Background: an optimization exercise with open tools, aiming at small area. Do not read the settings as production practice.
In this exercise RTL edits were held to simulation tests only and were not proved equivalent to the original.
No driver is modelled on the clock port, so clock power and skew are understated where the tree is cut down; a real chip needs a root buffer or a tree.
Power and IR drop assume default switching activity.

==> flow/design.v (excerpt) <==
module ir_gun(PCLK,ir_send,
                    PENABLE,
					PSEL,
					PRESETN,
					PWRITE,
					PREADY,
					PSLVERR,
					PADDR,
					PWDATA,
					PRDATA);
input PENABLE, PSEL, PRESETN, PWRITE;
input  [31:0] PWDATA;
input  [7:0] PADDR;
output reg [31:0] PRDATA;
output PREADY, PSLVERR;
input PCLK;
output reg ir_send;
wire wr = PENABLE & PWRITE & PSEL;
wire rd = PSEL & ~PWRITE;
assign PREADY = 1'b1;
assign PSLVERR = 1'b0;
reg [10:0] DATA_TO_SEND;
reg [20:0] count2;    
reg [9:0]  count1h;   
reg [3:0]  count3;    
reg [11:0] ru;        
reg [2:0]  uj;        
reg [3:0]  ui;        
wire c2wrap = &(count2 | ~21'd1251601);        
wire c1wrap = &(count1h | ~10'd980);           
wire ruwrap = ru[11] & ru[8];                  
wire is10   = count3[3] & count3[1];           
wire carrier = ~count1h[9] & ~(count1h[8] & count1h[7]);    
wire c7 = &count2[2:0];
wire utick = c7 & ruwrap;
reg bitv;
always @* begin
  case (ui)
    4'd2: bitv = DATA_TO_SEND[10];
    4'd3: bitv = DATA_TO_SEND[9];
    4'd4: bitv = DATA_TO_SEND[8];
    4'd5: bitv = DATA_TO_SEND[7];
    4'd6: bitv = DATA_TO_SEND[6];
    4'd7: bitv = DATA_TO_SEND[5];
    4'd8: bitv = DATA_TO_SEND[4];
    4'd9: bitv = DATA_TO_SEND[3];
    4'd10: bitv = DATA_TO_SEND[2];
    4'd11: bitv = DATA_TO_SEND[1];
    4'd12: bitv = DATA_TO_SEND[0];
    default: bitv = 1'b1;
  endcase
end
wire tail = (ui > 4'd12);
wire env = (ui == 4'd0) | (~tail & ((~uj[2] & ~uj[1]) | (uj[1] & ~uj[0] & bitv)));
always @(posedge PCLK) begin
  if (!PRESETN || c2wrap) begin
    count2 <= 0;
    ru <= 12'd70;
    ui <= 0;
    uj <= 3'd2;
  end else begin
    count2 <= count2 + 1'b1;
    if (c7)
      ru <= ruwrap ? 12'd70 : ru + 1'b1;
    if (utick) begin
      if (uj[2]) begin
        uj <= 0;
        ui <= ui + 1'b1;
      end else
        uj <= uj + 1'b1;
    end
  end
  if (!PRESETN) begin
    DATA_TO_SEND <= 0;
    count1h <= 10'd86;
    count3 <= 0;
    ir_send <= 0;
    PRDATA <= 0;
  end else begin
    if (rd)
      PRDATA <= {count2, DATA_TO_SEND};
    if (is10)
      DATA_TO_SEND <= 0;
    else if (wr)
      DATA_TO_SEND <= PWDATA[10:0];
    if (c2wrap && !is10)
      count3 <= count3 + 1'b1;
    else if (wr)
      count3 <= 0;
    if (count2[0])
      count1h <= c1wrap ? 10'd86 : count1h + 1'b1;
    ir_send <= env & carrier;
  end
end
  ...
Size: roughly 80 I/O pins, about 3300 µm² of cells after synthesis.
Settings: LEC_CHECK=0, CAP_MARGIN=0, CORE_MARGIN=2, CORE_UTILIZATION=70, PLACE_DENSITY=0.8, SLEW_MARGIN=0; clock period 10.0 ns.
standard.sh (not shown) runs the stock make flow with config.mk's settings and CLKGATE_MAP_FILE= SYNTH_SCRIPT=/design/flow/synth_recipe.tcl, a recipe that flattens the netlist after the stock synthesis.
==> flow/flow/run.sh <==
#!/bin/bash
# Own layout flow: the standard synthesis, then an area-oriented re-mapping of the
# combinational logic (flip-flops kept as they are: same instances, names and cells), then
# the standard layout steps with the smallest port buffers and a small clock tree of its own.
set -euo pipefail
W=$(pwd)
R=$W/orfs/results/$FLOW_PLATFORM/ir_gun/base
LIB=$FLOW_HOME/platforms/$FLOW_PLATFORM/lib/sky130_fd_sc_hd__tt_025C_1v80.lib
YOSYS=$FLOW_HOME/../tools/install/yosys/bin/yosys
[[ -x $YOSYS ]] || YOSYS=yosys

# 1. standard synthesis (unchanged)
bash standard.sh synth > $W/flow_synth.log 2>&1
cp $R/1_2_yosys.v $W/std_synth.v

# 2. re-map the combinational logic for area with several ABC scripts, four at a time;
#    keep the smallest result
best=""; bestarea=""
for k in 1 2 3 4 5 6 7 8; do
  mkdir -p $W/reopt$k
  sed -e "s|@LIB@|$LIB|g" -e "s|@IN@|$W/std_synth.v|g" -e "s|@OUT@|$W/reopt$k/reopt.v|g" \
      -e "s|@SCR@|$W/flow/abc$k.scr|g" flow/reopt.ys > $W/reopt$k/reopt.ys
done
for wave in "1 2 3 4" "5 6 7 8"; do
  for k in $wave; do
    (cd $W/reopt$k && $YOSYS -s $W/reopt$k/reopt.ys > $W/reopt$k/yosys.log 2>&1 || true) &
  done
  wait
done
for k in 1 2 3 4 5 6 7 8; do
  f=$W/reopt$k/reopt_stat_out.txt
  [[ -s $W/reopt$k/reopt.v && -f $f ]] || continue
  a=$(grep -i "chip area for top module" $f | awk '{print $NF}')
  echo "abc$k area $a" >> $W/reopt_choice.log
  if [[ -z $bestarea ]] || awk "BEGIN{exit !($a < $bestarea)}"; then best=$k; bestarea=$a; fi
done
echo "chosen abc$best area $bestarea" >> $W/reopt_choice.log
cp $W/reopt$best/reopt.v $R/1_2_yosys.v
rm -f $R/1_synth.odb $R/1_synth.sdc

# 3. standard layout steps up to placement
ARGS=("BUFFER_PORTS_ARGS=-buffer_cell sky130_fd_sc_hd__buf_1")
bash standard.sh "${ARGS[@]}" place > $W/flow_place.log 2>&1

# 4. clock buffering in place of ORFS's CTS step: the clock port drives one root buffer,
#    which drives a few leaf buffers, each driving the flip-flops of one region
RESULTS_DIR=$R PLATFORM_DIR=$FLOW_HOME/platforms/$FLOW_PLATFORM \
  MYCLK_NLEAF=6 MYCLK_NCOL=2 MYCLK_BUF=sky130_fd_sc_hd__buf_6 MYCLK_ROOT=sky130_fd_sc_hd__clkbuf_2 \
  openroad -no_init -exit flow/myclock.tcl > $W/flow_clock.log 2>&1
cp $R/4_1_cts.odb $R/4_cts.odb
touch $R/4_cts.sdc

# 5. standard layout steps from global routing to the end
bash standard.sh "${ARGS[@]}" finish > $W/flow_layout.log 2>&1
==> flow/flow/abc2.scr <==
strash
&get -n
&deepsyn -T 60 -S 3
&put
&get -n
&dch -f
&nf -R 1000 -a
&put
topo
==> flow/flow/abc3.scr <==
strash
&get -n
&deepsyn -T 60 -S 4
&put
&get -n
&dch -f
&nf -R 1000 -a
&put
topo
==> flow/flow/abc4.scr <==
strash
&get -n
&deepsyn -T 60 -S 5
&put
&get -n
&dch -f
&nf -R 1000 -a
&put
topo
==> flow/flow/abc5.scr <==
strash
&get -n
&deepsyn -T 120
&put
&get -n
&dch -f
&nf -R 1000 -a
&put
topo
==> flow/flow/abc6.scr <==
strash
&get -n
&deepsyn -T 60
&deepsyn -T 60 -S 3
&put
&get -n
&dch -f
&nf -R 1000 -a
&put
topo
==> flow/flow/abc7.scr <==
strash
&get -n
&deepsyn -T 60 -S 1
&put
&get -n
&dch -f
&nf -R 1000 -a -p
&put
topo
==> flow/flow/abc8.scr <==
strash
&get -n
&deepsyn -T 60
&put
dch -f
amap
topo
==> flow/flow/myclock.tcl <==
# Clock buffering: the clock port drives NLEAF clock buffers, each driving a group of
# flip-flops split by position. Replaces ORFS's CTS step (writes 4_1_cts.odb, 4_cts.sdc).
set R $::env(RESULTS_DIR)
set P $::env(PLATFORM_DIR)
read_liberty $P/lib/sky130_fd_sc_hd__tt_025C_1v80.lib
read_db $R/3_place.odb
read_sdc $R/3_place.sdc
source $P/setRC.tcl
set nleaf $::env(MYCLK_NLEAF)
set bufcell $::env(MYCLK_BUF)
set block [ord::get_db_block]
set clknet [$block findNet PCLK]
set sinks {}
foreach it [$clknet getITerms] {
  if {[$it isInputSignal] || [$it getIoType] == "INPUT"} { lappend sinks $it }
}
puts "clock sinks: [llength $sinks]"
# sort sinks by x then split into nleaf groups
set pts {}
foreach it $sinks {
  set inst [$it getInst]
  set loc [$inst getLocation]
  lappend pts [list [lindex $loc 0] [lindex $loc 1] $it]
}
# split into columns by x, then each column into rows by y
set ncol $::env(MYCLK_NCOL)
set nrow [expr {$nleaf / $ncol}]
set pts [lsort -integer -index 0 $pts]
set n [llength $pts]
set groups {}
for {set c 0} {$c < $ncol} {incr c} {
  set col [lsort -integer -index 1 [lrange $pts [expr {$c * $n / $ncol}] [expr {($c + 1) * $n / $ncol - 1}]]]
  set m [llength $col]
  for {set r 0} {$r < $nrow} {incr r} {
    lappend groups [lrange $col [expr {$r * $m / $nrow}] [expr {($r + 1) * $m / $nrow - 1}]]
  }
}
set master [[ord::get_db] findMaster $bufcell]
set rootnet $clknet
if {[llength $groups] > 4} {
  set rootnet [odb::dbNet_create $block "clknet_root"]
  $rootnet setSigType CLOCK
  set rinst [odb::dbInst_create $block [[ord::get_db] findMaster $::env(MYCLK_ROOT)] "clkbuf_root"]
  set rx 0; set ry 0
  foreach e $pts { set rx [expr {$rx + [lindex $e 0]}]; set ry [expr {$ry + [lindex $e 1]}] }
  $rinst setLocation [expr {$rx / [llength $pts]}] [expr {$ry / [llength $pts]}]
  $rinst setPlacementStatus PLACED
  [$rinst findITerm A] connect $clknet
  [$rinst findITerm X] connect $rootnet
}
set g 0
foreach grp $groups {
  set net [odb::dbNet_create $block "clknet_leaf_$g"]
  $net setSigType CLOCK
  set inst [odb::dbInst_create $block $master "clkbuf_leaf_$g"]
  set sx 0; set sy 0
  foreach e $grp {
    set it [lindex $e 2]
    $it disconnect
    $it connect $net
    set sx [expr {$sx + [lindex $e 0]}]; set sy [expr {$sy + [lindex $e 1]}]
  }
  set cnt [llength $grp]
  $inst setLocation [expr {$sx / $cnt}] [expr {$sy / $cnt}]
  $inst setPlacementStatus PLACED
  [$inst findITerm A] connect $rootnet
  [$inst findITerm X] connect $net
  incr g
}
detailed_placement
check_placement -verbose
set_propagated_clock [all_clocks]
estimate_parasitics -placement
report_worst_slack -min
report_worst_slack -max
set mx 0
foreach p [get_pins -hierarchical */CLK] { set s [get_property $p slew_max]; if {$s > $mx} {set mx $s} }
puts "MAXCLKSLEW $mx"
write_db $R/4_1_cts.odb
write_sdc $R/4_cts.sdc
Other scripts of this flow, unchanged in this note and not shown: flow/flow/abc1.scr, flow/flow/reopt.ys
Next try:
--- a/flow/flow/run.sh
+++ b/flow/flow/run.sh
@@ -16,2 +16 @@
-# 2. re-map the combinational logic for area with several ABC scripts, four at a time;
-#    keep the smallest result
+# 2. re-map the combinational logic for area with a few ABC scripts in parallel; keep the smallest
@@ -19 +18 @@
-for k in 1 2 3 4 5 6 7 8; do
+for k in 1 2 3 4; do
@@ -22,0 +22 @@
+  (cd $W/reopt$k && $YOSYS -s $W/reopt$k/reopt.ys > $W/reopt$k/yosys.log 2>&1 || true) &
@@ -24,7 +24,2 @@
-for wave in "1 2 3 4" "5 6 7 8"; do
-  for k in $wave; do
-    (cd $W/reopt$k && $YOSYS -s $W/reopt$k/reopt.ys > $W/reopt$k/yosys.log 2>&1 || true) &
-  done
-  wait
-done
-for k in 1 2 3 4 5 6 7 8; do
+wait
+for k in 1 2 3 4; do
@@ -48 +43 @@
-  MYCLK_NLEAF=6 MYCLK_NCOL=2 MYCLK_BUF=sky130_fd_sc_hd__buf_6 MYCLK_ROOT=sky130_fd_sc_hd__clkbuf_2 \
+  MYCLK_NLEAF=8 MYCLK_NCOL=2 MYCLK_BUF=sky130_fd_sc_hd__buf_4 MYCLK_ROOT=sky130_fd_sc_hd__clkbuf_4 \
==> flow/flow/abc2.scr (replaced) <==
strash
&get -n
&deepsyn -T 60 -S 5
&put
&get -n
&dch -f
&nf -R 1000 -a
&put
topo
==> flow/flow/abc3.scr (replaced) <==
strash
&get -n
&deepsyn -T 60 -S 7
&put
&get -n
&dch -f
&nf -R 1000 -a
&put
topo
==> flow/flow/abc4.scr (replaced) <==
strash
&get -n
&deepsyn -T 60
&put
dch -f
amap
topo
Settings changed: CAP_MARGIN 0 to 20, CORE_UTILIZATION 70 to 80, PLACE_DENSITY 0.8 to 0.9, SLEW_MARGIN 0 to 20.
removed: flow/flow/abc5.scr
removed: flow/flow/abc6.scr
removed: flow/flow/abc7.scr
removed: flow/flow/abc8.scr
The new run completed without violations.
Routed wire length went up by 26%.
Combinational power climbs by about 9%.
Area after synthesis does not change.
Global-route usage went up by 11 points.
Final cell count is about the same.
Core utilization is higher by 12 points.
Next try:
--- a/flow/flow/run.sh
+++ b/flow/flow/run.sh
@@ -16 +16,2 @@
-# 2. re-map the combinational logic for area with a few ABC scripts in parallel; keep the smallest
+# 2. re-map the combinational logic for area with several ABC scripts, four at a time;
+#    keep the smallest result
@@ -18 +19 @@
-for k in 1 2 3 4; do
+for k in 1 2 3 4 5 6 7 8; do
@@ -22 +22,0 @@
-  (cd $W/reopt$k && $YOSYS -s $W/reopt$k/reopt.ys > $W/reopt$k/yosys.log 2>&1 || true) &
@@ -24,2 +24,7 @@
-wait
-for k in 1 2 3 4; do
+for wave in "1 2 3 4" "5 6 7 8"; do
+  for k in $wave; do
+    (cd $W/reopt$k && $YOSYS -s $W/reopt$k/reopt.ys > $W/reopt$k/yosys.log 2>&1 || true) &
+  done
+  wait
+done
+for k in 1 2 3 4 5 6 7 8; do
@@ -43 +48 @@
-  MYCLK_NLEAF=8 MYCLK_NCOL=2 MYCLK_BUF=sky130_fd_sc_hd__buf_4 MYCLK_ROOT=sky130_fd_sc_hd__clkbuf_4 \
+  MYCLK_NLEAF=6 MYCLK_NCOL=2 MYCLK_BUF=sky130_fd_sc_hd__buf_6 MYCLK_ROOT=sky130_fd_sc_hd__clkbuf_4 \
==> flow/flow/abc2.scr (replaced) <==
strash
&get -n
&deepsyn -T 60 -S 3
&put
&get -n
&dch -f
&nf -R 1000 -a
&put
topo
==> flow/flow/abc3.scr (replaced) <==
strash
&get -n
&deepsyn -T 60 -S 4
&put
&get -n
&dch -f
&nf -R 1000 -a
&put
topo
==> flow/flow/abc4.scr (replaced) <==
strash
&get -n
&deepsyn -T 60 -S 5
&put
&get -n
&dch -f
&nf -R 1000 -a
&put
topo
==> flow/flow/abc5.scr (new file) <==
strash
&get -n
&deepsyn -T 120
&put
&get -n
&dch -f
&nf -R 1000 -a
&put
topo
==> flow/flow/abc6.scr (new file) <==
strash
&get -n
&deepsyn -T 60
&deepsyn -T 60 -S 3
&put
&get -n
&dch -f
&nf -R 1000 -a
&put
topo
==> flow/flow/abc7.scr (new file) <==
strash
&get -n
&deepsyn -T 60 -S 1
&put
&get -n
&dch -f
&nf -R 1000 -a -p
&put
topo
==> flow/flow/abc8.scr (new file) <==
strash
&get -n
&deepsyn -T 60
&put
dch -f
amap
topo
Settings changed: CORE_UTILIZATION 80 to 70, CTS_BUF_LIST set to sky130_fd_sc_hd__clkbuf_2 sky130_fd_sc_hd__clkbuf_4 sky130_fd_sc_hd__clkbuf_8, PLACE_DENSITY 0.9 to 0.8.
Effect:
- design area barely changes
- sequential share of layout area stays flat
- final cell count stays flat
- flip-flop and latch count does not change
- hold slack degrades by 11 ps
- register-to-register slack improves by 190 ps
- via count went down by about 9%
- worst setup slack improves by 190 ps
Next try:
--- a/flow/flow/run.sh
+++ b/flow/flow/run.sh
@@ -16,2 +16 @@
-# 2. re-map the combinational logic for area with several ABC scripts, four at a time;
-#    keep the smallest result
+# 2. re-map the combinational logic for area with a few ABC scripts in parallel; keep the smallest
@@ -19 +18 @@
-for k in 1 2 3 4 5 6 7 8; do
+for k in 1 2 3 4; do
@@ -22,0 +22 @@
+  (cd $W/reopt$k && $YOSYS -s $W/reopt$k/reopt.ys > $W/reopt$k/yosys.log 2>&1 || true) &
@@ -24,7 +24,2 @@
-for wave in "1 2 3 4" "5 6 7 8"; do
-  for k in $wave; do
-    (cd $W/reopt$k && $YOSYS -s $W/reopt$k/reopt.ys > $W/reopt$k/yosys.log 2>&1 || true) &
-  done
-  wait
-done
-for k in 1 2 3 4 5 6 7 8; do
+wait
+for k in 1 2 3 4; do
==> flow/flow/abc2.scr (replaced) <==
strash
&get -n
&deepsyn -T 60 -S 5
&put
&get -n
&dch -f
&nf -R 1000 -a
&put
topo
==> flow/flow/abc3.scr (replaced) <==
strash
&get -n
&deepsyn -T 60 -S 7
&put
&get -n
&dch -f
&nf -R 1000 -a
&put
topo
==> flow/flow/abc4.scr (replaced) <==
strash
&get -n
&deepsyn -T 60
&put
dch -f
amap
topo
Settings changed: CORE_UTILIZATION 70 to 80, CTS_BUF_LIST sky130_fd_sc_hd__clkbuf_2 sky130_fd_sc_hd__clkbuf_4 sky130_fd_sc_hd__clkbuf_8 to unset, PLACE_DENSITY 0.8 to 0.9.
removed: flow/flow/abc5.scr
removed: flow/flow/abc6.scr
removed: flow/flow/abc7.scr
removed: flow/flow/abc8.scr
Outcome: Synthesized area is unchanged. Power climbs by 0.32%. Register-to-register slack degrades by 50 ps. Sequential power barely changes. Setup slack degrades by 50 ps.
Next try:
Settings changed: CORE_UTILIZATION 80 to 70, CTS_BUF_LIST set to sky130_fd_sc_hd__clkbuf_2 sky130_fd_sc_hd__clkbuf_4 sky130_fd_sc_hd__clkbuf_8, PLACE_DENSITY 0.9 to 0.8.
Via count decreases by 6.3%.
Utilization fell by 12 points.
Global-route usage came out lower by 9.4 points.
Sequential share of layout area is about the same.
Next try:
Settings changed: CAP_MARGIN 20 to 0, CTS_BUF_LIST sky130_fd_sc_hd__clkbuf_2 sky130_fd_sc_hd__clkbuf_4 sky130_fd_sc_hd__clkbuf_8 to unset, SLEW_MARGIN 20 to 0.
Result: The new run went through all stages and came out clean. Wire length hardly moves. Sequential share of layout area stays flat. Cell count is unchanged. Final area hardly moves. Maximum frequency barely changes. Clock power is about the same. Power barely changes. Sequential cell count is unchanged. Synthesized cell count stays the same. Area after synthesis is unchanged.
No run of this note takes its clock network from TritonCTS; it comes from the design's own scripts or RTL.

==> afterwards: timing with drivers on the ports <==
The results above use ideal ports. As a check the final layouts listed here were re-extracted and re-timed, cells and wires unchanged.
Step 1 (the two cells are an assumption about what drives the block):
set clk [get_ports {PCLK}]
set_driving_cell -lib_cell sky130_fd_sc_hd__clkbuf_16 $clk
set_driving_cell -lib_cell sky130_fd_sc_hd__buf_2 [delete_from_list [all_inputs] $clk]
Step 2 also shifts input and output timing later by t, the mid clock arrival at the registers, as if the neighbouring blocks saw the same clock.
a / b / c = ideal / step 1 / step 2; a / b = the first two.
run	t, ns	setup WS [ns]	worst setup path after step 2	worst register clock-pin slew, ns
the first run	0.489	6.441 / 6.441 / 6.298	input to register	0.11 / 0.11
the second run	0.428	6.252 / 6.252 / 6.242	input to register	0.12 / 0.12
the third run	0.413	6.439 / 6.439 / 6.419	input to register	0.11 / 0.11
the fourth run	0.409	6.389 / 6.389 / 6.277	input to register	0.11 / 0.11
the fifth run	0.413	6.439 / 6.439 / 6.419	input to register	0.11 / 0.11
the sixth run	0.413	6.442 / 6.442 / 6.295	input to register	0.11 / 0.11
After both steps every run listed still meets setup and hold. The setup slack of the sixth run, which loses most, moves by 0.000 ns with the drivers and by -0.147 ns with both steps.
